From an optimization exercise on the open Yosys and OpenROAD flow, aimed at small area, a short achievable clock period and few clock cycles; shortcuts taken in it are not production practice. RTL that was checked went through simulation tests only; none was proved equivalent to the original.

Design SNN, start of the top module:
module SNN(
	clk,
	rst_n,
	in_valid,
	img,
	ker,
	weight,
	out_valid,
	out_data
);
==> flow/config.mk <==
export PLATFORM = sky130hd
export DESIGN_NAME = SNN
export DESIGN_NICKNAME = SNN
export VERILOG_FILES = /design/flow/design.v
export SDC_FILE = /design/flow/constraint.sdc
export NUM_CORES = 4
export LEC_CHECK = 0
export CAP_MARGIN = 20
export CORE_MARGIN = 2
export CORE_UTILIZATION = 40
export SLEW_MARGIN = 20
==> flow/constraint.sdc <==
create_clock -name core_clock -period 15.0 [get_ports {clk}]
set_input_delay 3.0000 -clock core_clock [delete_from_list [all_inputs] [get_ports {clk}]]
set_output_delay 3.0000 -clock core_clock [all_outputs]
set_load 0.01 [all_outputs]
run.sh (not shown) runs the stock make flow with config.mk's settings and CLKGATE_MAP_FILE= SYNTH_SCRIPT=/design/flow/synth_recipe.tcl, a recipe that flattens the netlist after the stock synthesis.
Testbench counts at the start, summed over its fixed seeds: cycles 24,648.
Edit:
--- a/flow/design.v
+++ b/flow/design.v
@@ -70,17 +70,15 @@
 wire [7:0] k0 = k[0], k1 = k[1], k2 = k[2], k3 = k[3], k4 = k[4],
            k5 = k[5], k6 = k[6], k7 = k[7], k8 = k[8];
 reg        fa_a, fa_b, fa_cd, fb_cd;
 reg  [7:0] q3;
 reg  [7:0] mx [0:1];
 wire [7:0] nt2 = lb[9];
 wire [7:0] nm2 = lb[3];
-reg  [7:0] ua, um;
-wire [7:0] kw0 = fa_a ? w[0] : k0;
-wire [7:0] kw1 = fa_a ? w[1] : k1;
+reg  [7:0] ua, um, kw0, kw1;
 reg  [7:0] pbm, kw6, kw7;
 reg  [16:0] tm0a, tm0b, tm1a, tm1b, tm2a, tm2b;
 wire [16:0] tm0a_n, tm0b_n, tm1a_n, tm1b_n, tm2a_n, tm2b_n;
 reg [17:0] s1;
 reg [18:0] s2;
 reg [19:0] cv;
 wire [17:0] s1_n;
@@ -1484,14 +1482,16 @@
 wire       bq = fa_a && fa_cd && gt2;
 wire [7:0] vr = !fa_a ? img : !fa_cd ? mx[1] : pool;
 wire a_next = a_cd || a_ab;
 always @(posedge clk) begin
 	pbm <= ({8{bq}} & qp[22:15]) | ({8{!bq}} & vr);
 	ua <= a_next ? (a_cd ? pool : mx[0]) : lb[9];
 	um <= a_next ? 8'd0 : lb[3];
+	kw0 <= a_next ? w[0] : k0;
+	kw1 <= a_next ? w[1] : k1;
 	kw6 <= fa_a ? w[2] : k6;
 	kw7 <= fa_a ? w[3] : k7;
 end
 reg  v5;
 always @(posedge clk or negedge rst_n) begin
 	if(!rst_n) begin
 		fa_a <= 0; fa_b <= 0; fa_cd <= 0; fb_cd <= 0; v5 <= 0;
After rerunning: Core utilization increases by 0.15 points; area after synthesis increases by 2.0%; die area increases by about 2%; count of clock-buffer cells in the layout increases by 11; global-route usage increases by 0.37 points; cell count increases by 3.2%.
Only the layout flow was run in the second run of this note; the RTL was not checked for function there.

## rev 12
Another version of the RTL of SNN (not shown whole).
For scale: roughly 3500 cells after synthesis, ~38 I/O pins.
==> flow/config.mk <==
export PLATFORM = sky130hd
export DESIGN_NAME = SNN
export DESIGN_NICKNAME = SNN
export VERILOG_FILES = /design/flow/design.v
export SDC_FILE = /design/flow/constraint.sdc
export NUM_CORES = 4
export LEC_CHECK = 0
export CAP_MARGIN = 20
export CORE_MARGIN = 2
export CORE_UTILIZATION = 40
export SLEW_MARGIN = 20
==> flow/constraint.sdc <==
create_clock -name core_clock -period 15.0 [get_ports {clk}]
set_input_delay 3.0000 -clock core_clock [delete_from_list [all_inputs] [get_ports {clk}]]
set_output_delay 3.0000 -clock core_clock [all_outputs]
set_load 0.01 [all_outputs]
Rev 12 ran to completion and came out clean on the timing, DRC and antenna checks.
What rev 13 does differently from rev 12 at the input level:
--- a/flow/design.v
+++ b/flow/design.v
@@ -14,44 +14,39 @@
 input [7:0] img;
 input [7:0] ker;
 input [7:0] weight;
 output reg out_valid;
 output reg [9:0] out_data;
 integer i;
-reg [2:0] col, row;
-reg       im;
-always @(posedge clk or negedge rst_n) begin
-	if(!rst_n) begin
-		col <= 0; row <= 0; im <= 0;
-	end
-	else if(in_valid) begin
-		if(col == 5) begin
-			col <= 0;
-			if(row == 5) begin
-				row <= 0;
-				im  <= ~im;
-			end
-			else row <= row + 1;
-		end
-		else col <= col + 1;
-	end
-end
 reg [7:0] px;
 reg       v1;
 reg [2:0] col1, row1;
 reg       im1;
 always @(posedge clk) begin
 	px <= img;
-	col1 <= col;
-	row1 <= row;
-	im1 <= im;
 end
 always @(posedge clk or negedge rst_n) begin
 	if(!rst_n) v1 <= 0;
 	else v1 <= in_valid;
 end
+always @(posedge clk or negedge rst_n) begin
+	if(!rst_n) begin
+		col1 <= 0; row1 <= 0; im1 <= 0;
+	end
+	else if(v1) begin
+		if(col1 == 5) begin
+			col1 <= 0;
+			if(row1 == 5) begin
+				row1 <= 0;
+				im1  <= ~im1;
+			end
+			else row1 <= row1 + 1;
+		end
+		else col1 <= col1 + 1;
+	end
+end
 reg [7:0] ker1, wt1;
 always @(posedge clk) begin
 	ker1 <= ker;
 	wt1 <= weight;
 end
 wire [3:0] kpos = row1[0] ? col1 + 6 : {1'b0, col1};
--- outcome ---
| fraction of the cycle the final worst path needs | lower: rev 13 |
Of rev 12 and rev 13, the run reporting the higher detail-routed net length per standard cell was rev 12.
From rev 12 to rev 13 the numbers moved as follows: clock-buffer cell count up 17%; transition at the pin with the smallest max-transition slack has decreased.
Rev 13: final cell count 0.41% above rev 12
Rev 13 reports a higher number of nets in the finished design than rev 12 does.
| post-layout minimum cycle time | rev 13 vs rev 12 | better |
Total iterations of the first detailed-routing run: lower on rev 12
Via count of the first global-routing pass: rev 13 < rev 12
Final area of rev 12 is on par with rev 13.
On timing-limited maximum frequency, rev 13 does better than rev 12.
Comparing the two runs side by side, rev 13 comes out ahead of rev 12 on setup slack after layout.
Aggregate routed wire length was lower in rev 13 than in rev 12.
Run comparison: rev 13 highest metal layer with signal wires met4; rev 12 highest metal layer with signal wires met5
Testbench counts of rev 13, summed over its fixed seeds: cycles 24,648.
For rev 12, only the layout was checked, not whether the RTL still works.

## lane 5
Another version of the RTL of SNN (not shown whole).
Size in the first run: about 2800 cells after synthesis, roughly 34000 um2 of cells after synthesis.
==> flow/config.mk <==
export PLATFORM = sky130hd
export DESIGN_NAME = SNN
export DESIGN_NICKNAME = SNN
export VERILOG_FILES = /design/flow/design.v
export SDC_FILE = /design/flow/constraint.sdc
export NUM_CORES = 4
export LEC_CHECK = 0
export CAP_MARGIN = 50
export CORE_MARGIN = 2
export CORE_UTILIZATION = 60
export CTS_BUF_LIST = sky130_fd_sc_hd__clkbuf_16
export CTS_CLUSTER_DIAMETER = 60
export CTS_CLUSTER_SIZE = 24
export SLEW_MARGIN = 70
==> flow/constraint.sdc <==
create_clock -name core_clock -period 15.0 [get_ports {clk}]
set_input_delay 3.0000 -clock core_clock [delete_from_list [all_inputs] [get_ports {clk}]]
set_output_delay 3.0000 -clock core_clock [all_outputs]
set_load 0.01 [all_outputs]
standard.sh (not shown) runs the stock make flow with config.mk's settings and CLKGATE_MAP_FILE= SYNTH_SCRIPT=/design/flow/synth_recipe.tcl, a recipe that flattens the netlist after the stock synthesis.
==> flow/flow/run.sh <==
#!/bin/bash
# The standard layout with one netlist pass between synthesis and floorplan:
# flow/invopt.py folds away the inverters that Yosys's full-adder extraction
# leaves between full adder cells (a full adder is self-dual, so adders are
# flipped to need fewer inverters, and simple gates swapped for their
# complementary cells). Registers and all other cells are kept.
# Each tool writes its full output to its own log in this folder.
set -euo pipefail
R=orfs/results/${FLOW_PLATFORM}/SNN/base
bash standard.sh synth > synth.log 2>&1
cp "$R/1_2_yosys.v" 1_2_yosys.before_invopt.v
python3 flow/invopt.py "$R/1_2_yosys.v" > invopt.log 2>&1
rm -f "$R/1_synth.odb" "$R/1_synth.sdc"
# repair aims at a setup slack of 10 ns (the clock period is unchanged)
bash standard.sh finish SETUP_SLACK_MARGIN=10 > layout.log 2>&1
Other scripts of this flow, unchanged in this note and not shown: flow/flow/invopt.py
For lane 1, these inputs were changed with respect to lane 5:
--- a/flow/design.v
+++ b/flow/design.v
@@ -68,37 +68,37 @@
 wire [7:0] pm = lb[5];
 wire [7:0] pb = px;
 wire [7:0] k0 = k[0], k1 = k[1], k2 = k[2], k3 = k[3], k4 = k[4],
            k5 = k[5], k6 = k[6], k7 = k[7], k8 = k[8];
 reg  [7:0] q3;
 reg  [7:0] mx [0:1];
 reg  [7:0] ab_a, ab_b;
 reg        e0, e1, e2, e3, e4;    
 wire [7:0] l10 = lb[10], l11 = lb[11], l4 = lb[4], l5 = lb[5];
-reg        pj1, qj1, pacc, qrqd, qrp;
+reg        pj1, qj1, pacc, qrqd, qzero;
 wire [2:0] ncol = v1 ? (col1 == 5 ? 3'd0 : col1 + 1) : col1;    
 wire [7:0] pta = e0 ? ab_a : e2 ? mx[0] : pj1 ? l11 : l10;
 wire [7:0] ptb = e0 ? ab_b : e2 ? 8'd0  : pj1 ? l5 : l4;
 wire [7:0] pka = (e0 || e2) ? w[0] : pj1 ? k1 : k0;
 wire [7:0] pkb = e0 ? w[2] : pj1 ? k4 : k3;
 wire [7:0] qta = e1 ? ab_a : e2 ? mx[0] : qj1 ? l10 : l11;
 wire [7:0] qtb = e1 ? ab_b : e2 ? 8'd0  : qj1 ? l4 : l5;
 wire [7:0] qka = (e1 || e2) ? w[1] : qj1 ? k1 : k2;
 wire [7:0] qkb = e1 ? w[3] : qj1 ? k4 : k5;
 reg  [16:0] tpa, tpb, tqa, tqb;
 wire [16:0] tpa_n, tpb_n, tqa_n, tqb_n;
 reg  [7:0] pbot, qbot, pkv, qkv;
 reg  [18:0] RP, RPd, RQd;
 reg  [19:0] RQ;
 wire [18:0] RP_n;
 wire [19:0] RQ_n;
 wire [18:0] accp = pacc ? RPd : 19'd0;
-wire [18:0] accq = ({19{qrqd}} & RQd) | ({19{qrp}} & RP);
+wire [18:0] accq = qzero ? 19'd0 : qrqd ? RQd : RP;
 wire tmp_1 = (pta[0] & pka[6]) ^ (pta[1] & pka[5]);
 wire tmp_2 = (pta[0] & pka[6]) & (pta[1] & pka[5]);
 wire tmp_3, tmp_4;
 assign {tmp_4, tmp_3} = {1'b0, (pta[0] & pka[7])} + {1'b0, (pta[1] & pka[6])} + {1'b0, (pta[2] & pka[5])};
 wire tmp_5, tmp_6;
 assign {tmp_6, tmp_5} = {1'b0, (pta[3] & pka[4])} + {1'b0, (pta[4] & pka[3])} + {1'b0, (pta[5] & pka[2])};
 wire tmp_7, tmp_8;
 assign {tmp_8, tmp_7} = {1'b0, (pta[1] & pka[7])} + {1'b0, (pta[2] & pka[6])} + {1'b0, (pta[3] & pka[5])};
 wire tmp_9 = (pta[4] & pka[4]) ^ (pta[5] & pka[3]);
@@ -901,20 +901,20 @@
 	RQ <= RQ_n;
 	RQd <= RQ[18:0];
 	pbot <= e0 ? 8'd0 : e2 ? vb : (ncol >= 4) ? px : img;
 	pkv <= e2 ? w[2] : (ncol >= 4) ? k7 : k6;
 	qbot <= e1 ? 8'd0 : e2 ? vb : (ncol == 1 || ncol == 2) ? img : px;
 	qkv <= e2 ? w[3] : (ncol == 1 || ncol == 2) ? k7 : k8;
 	pj1 <= ncol == 3 || ncol == 4;
 	qj1 <= ncol == 0 || ncol == 1;
 	pacc <= (ncol == 4 || ncol == 5) && !e0 && !e2;
-	qrqd <= (ncol == 3 || ncol == 4) && !e1 && !e2;
-	qrp <= !(ncol == 3 || ncol == 4) && !e1 && !e2;
+	qrqd <= ncol == 3 || ncol == 4;
+	qzero <= e1 || e2;
 end
 always @(posedge clk or negedge rst_n) begin
 	if(!rst_n) begin
 		e0 <= 0; e1 <= 0; e2 <= 0; e3 <= 0; e4 <= 0;
 	end
 	else begin
 		e0 <= v1 && row1 == 5 && col1 == 4;
 		e1 <= e0;
 		e2 <= e1;
[summary]
[compare] base=lane 5 new=lane 1: initial cell density of the core -0.15 points, synthesized area ~0 delta. NOTE net count after synthesis lane 5->lane 1 increased slightly. Vias: lane 1 below lane 5. The data-path buffer share of cell area in the final layout in lane 1 was higher than what lane 5 gave. Compared with lane 5, lane 1 shows a lower total wire length after detailed routing. Compared with lane 5, in lane 1 peak fanout along the critical path grew by 12; post-place instance area fell 0.34%. Between lane 5 and lane 1, the worst path setup slack after routing is higher for lane 1. Lane 5 → lane 1: combined area of the multi-input logic cells has decreased.
Testbench counts of lane 1, summed over its fixed seeds: cycles 24,968.
For lane 5, only the layout was checked, not whether the RTL still works.

## onyx
Another version of the RTL of SNN (not shown whole).
For scale: about 3000 cells after synthesis, ~38 I/O pins.
// SNN
module SNN(
	clk,
	rst_n,
	in_valid,
	img,
	ker,
	weight,
	out_valid,
	out_data
);
==> flow/config.mk <==
export PLATFORM = sky130hd
export DESIGN_NAME = SNN
export DESIGN_NICKNAME = SNN
export VERILOG_FILES = /design/flow/design.v
export SDC_FILE = /design/flow/constraint.sdc
export NUM_CORES = 4
export LEC_CHECK = 0
export CAP_MARGIN = 50
export CORE_MARGIN = 2
export CORE_UTILIZATION = 60
export CTS_BUF_LIST = sky130_fd_sc_hd__clkbuf_16
export CTS_CLUSTER_DIAMETER = 60
export CTS_CLUSTER_SIZE = 24
export SLEW_MARGIN = 70
==> flow/constraint.sdc <==
create_clock -name core_clock -period 15.0 [get_ports {clk}]
set_input_delay 3.0000 -clock core_clock [delete_from_list [all_inputs] [get_ports {clk}]]
set_output_delay 3.0000 -clock core_clock [all_outputs]
set_load 0.01 [all_outputs]
Scripts as last shown in full above: flow/flow/run.sh
Other scripts of this flow, unchanged in this note and not shown: flow/flow/invopt.py
Edits applied to the flow inputs when going from onyx to tundra:
--- a/flow/design.v
+++ b/flow/design.v
@@ -68,20 +68,19 @@
 wire [7:0] pm = lb[5];
 wire [7:0] pb = px;
 wire [7:0] k0 = k[0], k1 = k[1], k2 = k[2], k3 = k[3], k4 = k[4],
            k5 = k[5], k6 = k[6], k7 = k[7], k8 = k[8];
 reg        fa_a, fa_b, fa_cd, fb_cd;
 reg  [7:0] q3;
 reg  [7:0] mx [0:1];
 wire [7:0] nt2 = lb[9];
 wire [7:0] nm2 = lb[3];
-wire [7:0] ua = fa_a ? mx[0] : lb[10];
-wire [7:0] um = fa_a ? 8'd0 : lb[4];
+reg  [7:0] ua, um;
 wire [7:0] kw0 = fa_a ? w[0] : k0;
 wire [7:0] kw1 = fa_a ? w[1] : k1;
 reg  [7:0] pbm, kw6, kw7;
 reg  [16:0] tm0a, tm0b, tm1a, tm1b, tm2a, tm2b;
 wire [16:0] tm0a_n, tm0b_n, tm1a_n, tm1b_n, tm2a_n, tm2b_n;
 reg [17:0] s1;
 reg [18:0] s2;
 reg [19:0] cv;
 wire [17:0] s1_n;
@@ -1481,18 +1480,20 @@
 	if(v3) mx[c3[1]] <= pool;
 end
 wire a_cd = v1 && row1 == 5 && col1 == 5;
 wire a_ab = v1 && row1 == 4 && col1 == 3;
 wire       bq = fa_a && fa_cd && gt2;
 wire [7:0] vr = !fa_a ? img : !fa_cd ? mx[1] : pool;
 wire a_next = a_cd || a_ab;
 always @(posedge clk) begin
 	pbm <= ({8{bq}} & qp[22:15]) | ({8{!bq}} & vr);
+	ua <= a_next ? (a_cd ? pool : mx[0]) : lb[9];
+	um <= a_next ? 8'd0 : lb[3];
 	kw6 <= fa_a ? w[2] : k6;
 	kw7 <= fa_a ? w[3] : k7;
 end
 reg  v5;
 always @(posedge clk or negedge rst_n) begin
 	if(!rst_n) begin
 		fa_a <= 0; fa_b <= 0; fa_cd <= 0; fb_cd <= 0; v5 <= 0;
 	end
 	else begin
Findings:
tundra vs onyx — number of cells upsized or downsized after cts rose about 50%.
Wire length of the first global-routing pass was higher in onyx than in tundra.
Going from onyx to tundra, wire length per cell after detailed routing shrinks by about 0.9%.
Compared with onyx, tundra shows a number of antenna violations at the first check in global routing that is 3 higher.
Looking at via count across both flows, tundra is the stronger of the two, with onyx trailing.
Cell area essentially unchanged between tundra and onyx.
Going from onyx to tundra, layout-stage area growth over the synthesis result went down by 0.64 points, maximum frequency picked up an extra 0.72 MHz, synthesized area has increased, non-clock buffer count dropped 9.
Testbench counts of tundra, summed over its fixed seeds: cycles 24,648.
No functional check of the RTL was part of onyx.

what the ideal ports hide:
No port has a modelled driver above. Below, the same layouts with a new extraction and two added sets of constraints.
Step 1: set_driving_cell puts a clkbuf_16 on clk and a buf_2 on each other input, an assumption about the parent block.
Step 2 adds t to the input delays and takes it off the output delays; t is the mean of the earliest and latest rising clock arrival at the registers after step 1. Input paths then give back, and output paths get back, about the clock's delay inside the block.
a / b / c = ideal / step 1 / step 2; a / b = the first two.
run	t (ns)	setup slack, ns	worst setup path at the end	latest minus earliest clock arrival (ns)	pins driven straight from the clock port
the first run of note 1	0.704	9.438 / 9.438 / 9.438	register to register	0.040 / 0.039	1
the second run of note 1	0.710	9.534 / 9.534 / 9.534	register to register	0.036 / 0.036	1
rev 12	0.716	9.535 / 9.535 / 9.535	register to register	0.061 / 0.061	1
rev 13	0.695	9.669 / 9.669 / 9.669	register to register	0.056 / 0.056	1
lane 5	0.654	10.081 / 10.081 / 10.081	register to register	0.037 / 0.036	1
lane 1	0.658	10.118 / 10.118 / 10.118	register to register	0.045 / 0.044	1
onyx	0.670	10.081 / 10.081 / 10.081	register to register	0.054 / 0.054	1
tundra	0.647	10.099 / 10.099 / 10.099	register to register	0.043 / 0.043	1
After both steps setup and hold are still met in every run listed.
